Background: an optimization exercise with open tools, aiming at small area. Do not read the settings as production practice.
In this exercise RTL edits were held to simulation tests only and were not proved equivalent to the original.
No driver is modelled on the clock port, so clock power and skew are understated where the tree is cut down; a real chip needs a root buffer or a tree.
Power and IR drop assume default switching activity.

// alarm_clock_pv
module alarm_clock_pv (input CLK,SW5,SW4,SW3,SW2,SW1,SW0,KEY1,KEY0,
output logic [6:0] SEC_LSB,SEC_MSB,MIN_LSB,MIN_MSB,HR_LSB,HR_MSB,
output logic LED7,LED5,LED4,LED3,LED2,LED1,LED0);
clock: 50.0 ns
lec_check: 0
cap_margin: 20
core_margin: 2
core_utilization: 70
place_density: 0.8
slew_margin: 20
standard.sh (not shown) runs the stock make flow with config.mk's settings and CLKGATE_MAP_FILE= SYNTH_SCRIPT=/design/flow/synth_recipe.tcl, a recipe that flattens the netlist after the stock synthesis.
==> flow/flow/run.sh <==
#!/bin/bash
# Own layout flow: the standard flow, with an area-oriented synthesis
# (ABC area script, no half-adder extraction), the smallest buffer on
# every port and a small hand-built clock tree. Each tool's output goes
# to a log file here.
set -uo pipefail
R=orfs/results/$FLOW_PLATFORM/alarm_clock_pv/base

bash standard.sh synth > log_1_standard_synth.log 2>&1 || exit 1
cp $R/1_2_yosys.v std_1_2_yosys.v

# 2. own synthesis: same yosys script with another ABC script and no adder mapping
rm -rf myscripts; cp -r $FLOW_HOME/scripts myscripts
cp flow/abc_area.script myscripts/abc_speed.script
mkdir -p std_results; cp $R/1_* std_results/
rm -f $R/1_*
if bash standard.sh ADDER_MAP_FILE= SCRIPTS_DIR=$PWD/myscripts synth > log_2_own_synth.log 2>&1 \
   && python3 flow/cmpff.py std_1_2_yosys.v $R/1_2_yosys.v > log_2_cmpff.log 2>&1; then
  echo "own synthesis used" >> log_2_cmpff.log
else
  echo "own synthesis rejected, using the standard one" >> log_2_cmpff.log
  rm -f $R/1_*; cp std_results/1_* $R/
fi

# 3. layout; clock_tree_synthesis replaced by manual_cts
CTS_K=${CTS_K:-4}; CTS_CELL=${CTS_CELL:-sky130_fd_sc_hd__clkbuf_8}
[ -f flow/cts.conf ] && . flow/cts.conf
sed -i "s|^log_cmd clock_tree_synthesis.*|source $PWD/flow/manual_cts.tcl\nmanual_cts CLK $CTS_K $CTS_CELL\nset_propagated_clock [all_clocks]|" myscripts/cts.tcl
grep -n manual_cts myscripts/cts.tcl > log_3_cts_patch.log
bash standard.sh SCRIPTS_DIR=$PWD/myscripts \
  BUFFER_PORTS_ARGS="-buffer_cell sky130_fd_sc_hd__buf_1" \
  finish > log_3_layout.log 2>&1
==> flow/flow/cts.conf <==
CTS_K=4; CTS_CELL=sky130_fd_sc_hd__clkbuf_8
Other scripts of this flow, unchanged in this note and not shown: flow/flow/abc_area.script, flow/flow/cmpff.py, flow/flow/manual_cts.tcl
Then changed:
==> flow/flow/cts.conf (replaced) <==
CTS_K=3; CTS_CELL=sky130_fd_sc_hd__clkbuf_8
Outcome: Flip-flop and latch count does not change. Cell count is about the same. Critical path depth does not change. Worst hold slack gains 0.0054 ns.
No run of this note takes its clock network from TritonCTS; it comes from the design's own scripts or RTL.

---

## run A
alarm_clock_pv again, from the RTL that the note above started with.
## alarm_clock_pv
module alarm_clock_pv (input CLK,SW5,SW4,SW3,SW2,SW1,SW0,KEY1,KEY0,
output logic [6:0] SEC_LSB,SEC_MSB,MIN_LSB,MIN_MSB,HR_LSB,HR_MSB,
output logic LED7,LED5,LED4,LED3,LED2,LED1,LED0);
function automatic [3:0] nx13(input [3:0] q);
  nx13 = {((q[2])), ((q[1])), ((q[0])), ~((q[3] & ~q[0]) | (~q[3] & q[0]) | (~q[2] & q[1] & ~q[0]))};
endfunction
function automatic last13(input [3:0] q);
  last13 = ((q[3] & ~q[2] & ~q[0]));
endfunction
function automatic [2:0] nx7(input [2:0] q);
  nx7 = {((q[1])), ((q[0])), ((~q[2] & ~q[0]) | (q[2] & q[0]))};
endfunction
function automatic last7(input [2:0] q);
  last7 = ((q[2] & ~q[1] & ~q[0]));
endfunction
function automatic [3:0] nxo(input [3:0] q);
  nxo = {((q[2])), ((q[1])), ((q[0])), ((~q[3] & q[2]) | (~q[3] & ~q[0]) | (~q[2] & q[1]))};
endfunction
function automatic is9(input [3:0] q);
  is9 = ((q[3] & ~q[2] & ~q[0]));
endfunction
  ...
==> flow/config.mk <==
export PLATFORM = sky130hd
export DESIGN_NAME = alarm_clock_pv
export DESIGN_NICKNAME = alarm_clock_pv
export VERILOG_FILES = /design/flow/design.v
export SDC_FILE = /design/flow/constraint.sdc
export NUM_CORES = 4
export LEC_CHECK = 0
export CAP_MARGIN = 20
export CORE_MARGIN = 2
export CORE_UTILIZATION = 70
export PLACE_DENSITY = 0.8
export SLEW_MARGIN = 20
==> flow/constraint.sdc <==
create_clock -name core_clock -period 50.0 [get_ports {CLK}]
set_input_delay 10.0000 -clock core_clock [delete_from_list [all_inputs] [get_ports {CLK}]]
set_output_delay 10.0000 -clock core_clock [all_outputs]
set_load 0.01 [all_outputs]
==> flow/flow/run.sh <==
#!/bin/bash
# Own layout flow: the standard flow, with an area-oriented synthesis
# (several ABC area scripts, the smallest result kept, no half-adder
# extraction), the smallest buffer on every port and a small hand-built
# clock tree. Each tool's output goes to a log file here.
set -uo pipefail
R=orfs/results/$FLOW_PLATFORM/alarm_clock_pv/base

bash standard.sh synth > log_1_standard_synth.log 2>&1 || exit 1
cp $R/1_2_yosys.v std_1_2_yosys.v

# 2. own synthesis: ORFS's yosys script with the ABC step replaced and no adder mapping
rm -rf myscripts; cp -r $FLOW_HOME/scripts myscripts
sed -i "s|^\(\s*\)log_cmd abc {\*}\$abc_args|\1source $PWD/flow/multi_abc.tcl|" myscripts/synth.tcl
grep -n multi_abc myscripts/synth.tcl > log_2_synth_patch.log
mkdir -p std_results; cp $R/1_* std_results/
rm -f $R/1_*
if MULTI_ABC_DIR=$PWD/flow bash standard.sh ADDER_MAP_FILE= SCRIPTS_DIR=$PWD/myscripts synth > log_2_own_synth.log 2>&1 \
   && python3 flow/cmpff.py std_1_2_yosys.v $R/1_2_yosys.v > log_2_cmpff.log 2>&1; then
  echo "own synthesis used" >> log_2_cmpff.log
else
  echo "own synthesis rejected, using the standard one" >> log_2_cmpff.log
  rm -f $R/1_*; cp std_results/1_* $R/
fi

# 3. layout; clock_tree_synthesis replaced by manual_cts
CTS_K=4; CTS_CELL=sky130_fd_sc_hd__clkbuf_8
[ -f flow/cts.conf ] && . flow/cts.conf
sed -i "s|^log_cmd clock_tree_synthesis.*|source $PWD/flow/manual_cts.tcl\nmanual_cts CLK $CTS_K $CTS_CELL\nset_propagated_clock [all_clocks]|" myscripts/cts.tcl
grep -n manual_cts myscripts/cts.tcl > log_3_cts_patch.log
bash standard.sh SCRIPTS_DIR=$PWD/myscripts \
  BUFFER_PORTS_ARGS="-buffer_cell sky130_fd_sc_hd__buf_1" \
  finish > log_3_layout.log 2>&1
==> flow/flow/cts.conf <==
CTS_K=3; CTS_CELL=sky130_fd_sc_hd__buf_6
Other scripts of this flow, unchanged in this note and not shown: flow/flow/abc_try_1.script, flow/flow/abc_try_2.script, flow/flow/abc_try_3.script, flow/flow/abc_try_4.script, flow/flow/abc_try_5.script, flow/flow/abc_try_6.script, flow/flow/abc_try_7.script, flow/flow/abc_try_8.script, flow/flow/cmpff.py, flow/flow/manual_cts.tcl, flow/flow/multi_abc.tcl
Inputs modified between run A and run B:
==> flow/flow/cts.conf <==
CTS_K=3; CTS_CELL=sky130_fd_sc_hd__clkbuf_8
Results
- Count of final setup violators came out exactly the same in run B and run A.
- Of run B and run A, the higher signed area change from the synthesized netlist to the final layout belongs to run B.
- Average detailed-routed wire length per instance across run B and run A: no real change.
- Comparing run B against run A, there is no change at all in share of synthesized flip-flops with an asynchronous set or reset.
- For global-route usage, run B and run A come out practically identical.
- Between run B and run A, the wire length does not differ in any meaningful way.
What run C does differently from run B at the input level:
==> flow/flow/cts.conf <==
CTS_K=2; CTS_CELL=sky130_fd_sc_hd__clkbuf_8
--- a/flow/config.mk
+++ b/flow/config.mk
@@ -9,4 +9,4 @@
 export CORE_MARGIN = 2
-export CORE_UTILIZATION = 70
-export PLACE_DENSITY = 0.8
+export CORE_UTILIZATION = 85
+export PLACE_DENSITY = 0.92
 export SLEW_MARGIN = 20
Notes after the runs:
Comparing run C against run B, there is no change at all in share of synthesized registers carrying an async set or reset.
Relative to run B, the standard-cell row count of run C is lower by 2.
| number of synthesized flops with an enable pin | run B vs run C | ≈ equal |
Taking run B over run C, the horizontal extent of the die ratio works out to 1.09.
Run C vs. run B: distinct cell type count of the synthesized netlist shows no meaningful change; post-synthesis net count ~0 delta.
Run C gives more starting density of the core than run B did.
Taking run B over run C, the overall die height ratio works out to 1.09.
Run C did not make it past global placement without I/O (3_1_place_gp_skip_io), where a tool error ended it.
Cell count after synthesis: run B vs run C identical
Between run B and run C, the number of synthesized register bits figures differ only marginally.
### run C -> run D
--- a/flow/flow/run.sh
+++ b/flow/flow/run.sh
@@ -25,3 +25,4 @@
 
-# 3. layout; clock_tree_synthesis replaced by manual_cts
+# 3. layout; clock_tree_synthesis replaced by manual_cts, high-fanout drivers
+#    upsized after port buffering
 CTS_K=4; CTS_CELL=sky130_fd_sc_hd__clkbuf_8
@@ -30,2 +31,4 @@
 grep -n manual_cts myscripts/cts.tcl > log_3_cts_patch.log
+sed -i "s|^\(\s*\)buffer_ports {\*}\[env_var_or_empty BUFFER_PORTS_ARGS\]|&\n\1source $PWD/flow/upsize.tcl|" myscripts/global_place.tcl
+grep -n -A1 'buffer_ports {' myscripts/global_place.tcl >> log_3_cts_patch.log
 bash standard.sh SCRIPTS_DIR=$PWD/myscripts \
==> flow/flow/cts.conf <==
CTS_K=4; CTS_CELL=sky130_fd_sc_hd__buf_4
==> flow/flow/upsize.tcl (new file) <==
# Give the drivers of high-fanout nets (the reset inverter, busy input
# buffers) a stronger cell of the same or nearly the same area, so that
# placement does not add buffers to repair their load capacitance.
proc upsize_high_fanout {min_fanout} {
  set swap {
    sky130_fd_sc_hd__clkinv_1 sky130_fd_sc_hd__inv_2
    sky130_fd_sc_hd__inv_1    sky130_fd_sc_hd__inv_2
    sky130_fd_sc_hd__buf_1    sky130_fd_sc_hd__buf_2
    sky130_fd_sc_hd__clkbuf_1 sky130_fd_sc_hd__buf_2
  }
  foreach inst [get_cells *] {
    set m [get_property $inst ref_name]
    if {![dict exists $swap $m]} continue
    foreach pin [get_pins -of_objects $inst -filter "direction==output"] {
      set net [get_nets -of_objects $pin]
      if {$net == ""} continue
      set fo [llength [get_pins -of_objects $net -filter "direction==input"]]
      if {$fo >= $min_fanout} {
        puts "upsize_high_fanout: [get_property $inst full_name] $m -> [dict get $swap $m] (fanout $fo)"
        replace_cell $inst [dict get $swap $m]
      }
    }
  }
}
upsize_high_fanout 12
--- a/flow/config.mk
+++ b/flow/config.mk
@@ -9,4 +9,4 @@
 export CORE_MARGIN = 2
-export CORE_UTILIZATION = 85
-export PLACE_DENSITY = 0.92
+export CORE_UTILIZATION = 70
+export PLACE_DENSITY = 0.8
 export SLEW_MARGIN = 20
--- outcome ---
Run D went all the way through synthesis, placement and routing and the layout is clean on timing, DRC and antenna.
Compared with run C, in run D portion of the post-synthesis area used by sequential elements roughly the same, number of standard cells after synthesis closely matched the old numbers, cell row count went up by 2.
The following lists how run E was set up differently from run D:
--- a/flow/flow/run.sh
+++ b/flow/flow/run.sh
@@ -25,4 +25,3 @@
 
-# 3. layout; clock_tree_synthesis replaced by manual_cts, high-fanout drivers
-#    upsized after port buffering
+# 3. layout; clock_tree_synthesis replaced by manual_cts
 CTS_K=4; CTS_CELL=sky130_fd_sc_hd__clkbuf_8
@@ -31,5 +30,3 @@
 grep -n manual_cts myscripts/cts.tcl > log_3_cts_patch.log
-sed -i "s|^\(\s*\)buffer_ports {\*}\[env_var_or_empty BUFFER_PORTS_ARGS\]|&\n\1source $PWD/flow/upsize.tcl|" myscripts/global_place.tcl
-grep -n -A1 'buffer_ports {' myscripts/global_place.tcl >> log_3_cts_patch.log
-bash standard.sh SCRIPTS_DIR=$PWD/myscripts \
+bash standard.sh SCRIPTS_DIR=$PWD/myscripts MATCH_CELL_FOOTPRINT=0 \
   BUFFER_PORTS_ARGS="-buffer_cell sky130_fd_sc_hd__buf_1" \
==> flow/flow/cts.conf <==
CTS_K=3; CTS_CELL=sky130_fd_sc_hd__clkbuf_8
removed: flow/flow/upsize.tcl
Results
Sort run D and run E by post-route total power asc -> top: run D. NOTE: area added between synthesis and finish in run E exceeds that of run D. Taking run D as the reference point, the final area of run E rises by 25 um2.
In run A, run B, run D and run E the design's own scripts or RTL, not TritonCTS, make the clock network.

-- afterwards: timing with drivers on the ports --
Ports are ideal in the flow. The routed layouts listed here were re-timed in OpenROAD.
Step 1: set_driving_cell puts a clkbuf_16 on CLK and a buf_2 on each other input, an assumption about the parent block.
Step 2, shift: input delay + t, output delay - t, t = (earliest + latest rising clock arrival at the registers) / 2. This alone moves slack from input paths to output paths.
Slacks: ideal / step 1 / step 2; pairs: ideal / step 1.
run	t (ns)	setup WS [ns]	worst data-port slew with drivers (ns)	pins driven straight from the clock port
the first run of note 1	0.192	27.968 / 27.942 / 27.942	0.03	4
the second run of note 1	0.199	27.966 / 27.940 / 27.940	0.03	3
run A	0.182	27.788 / 27.766 / 27.766	0.03	3
run B	0.201	27.768 / 27.746 / 27.746	0.03	3
run D	0.192	28.174 / 28.151 / 28.151	0.03	4
run E	0.201	27.768 / 27.746 / 27.746	0.03	3
After both steps every run listed still meets setup and hold.
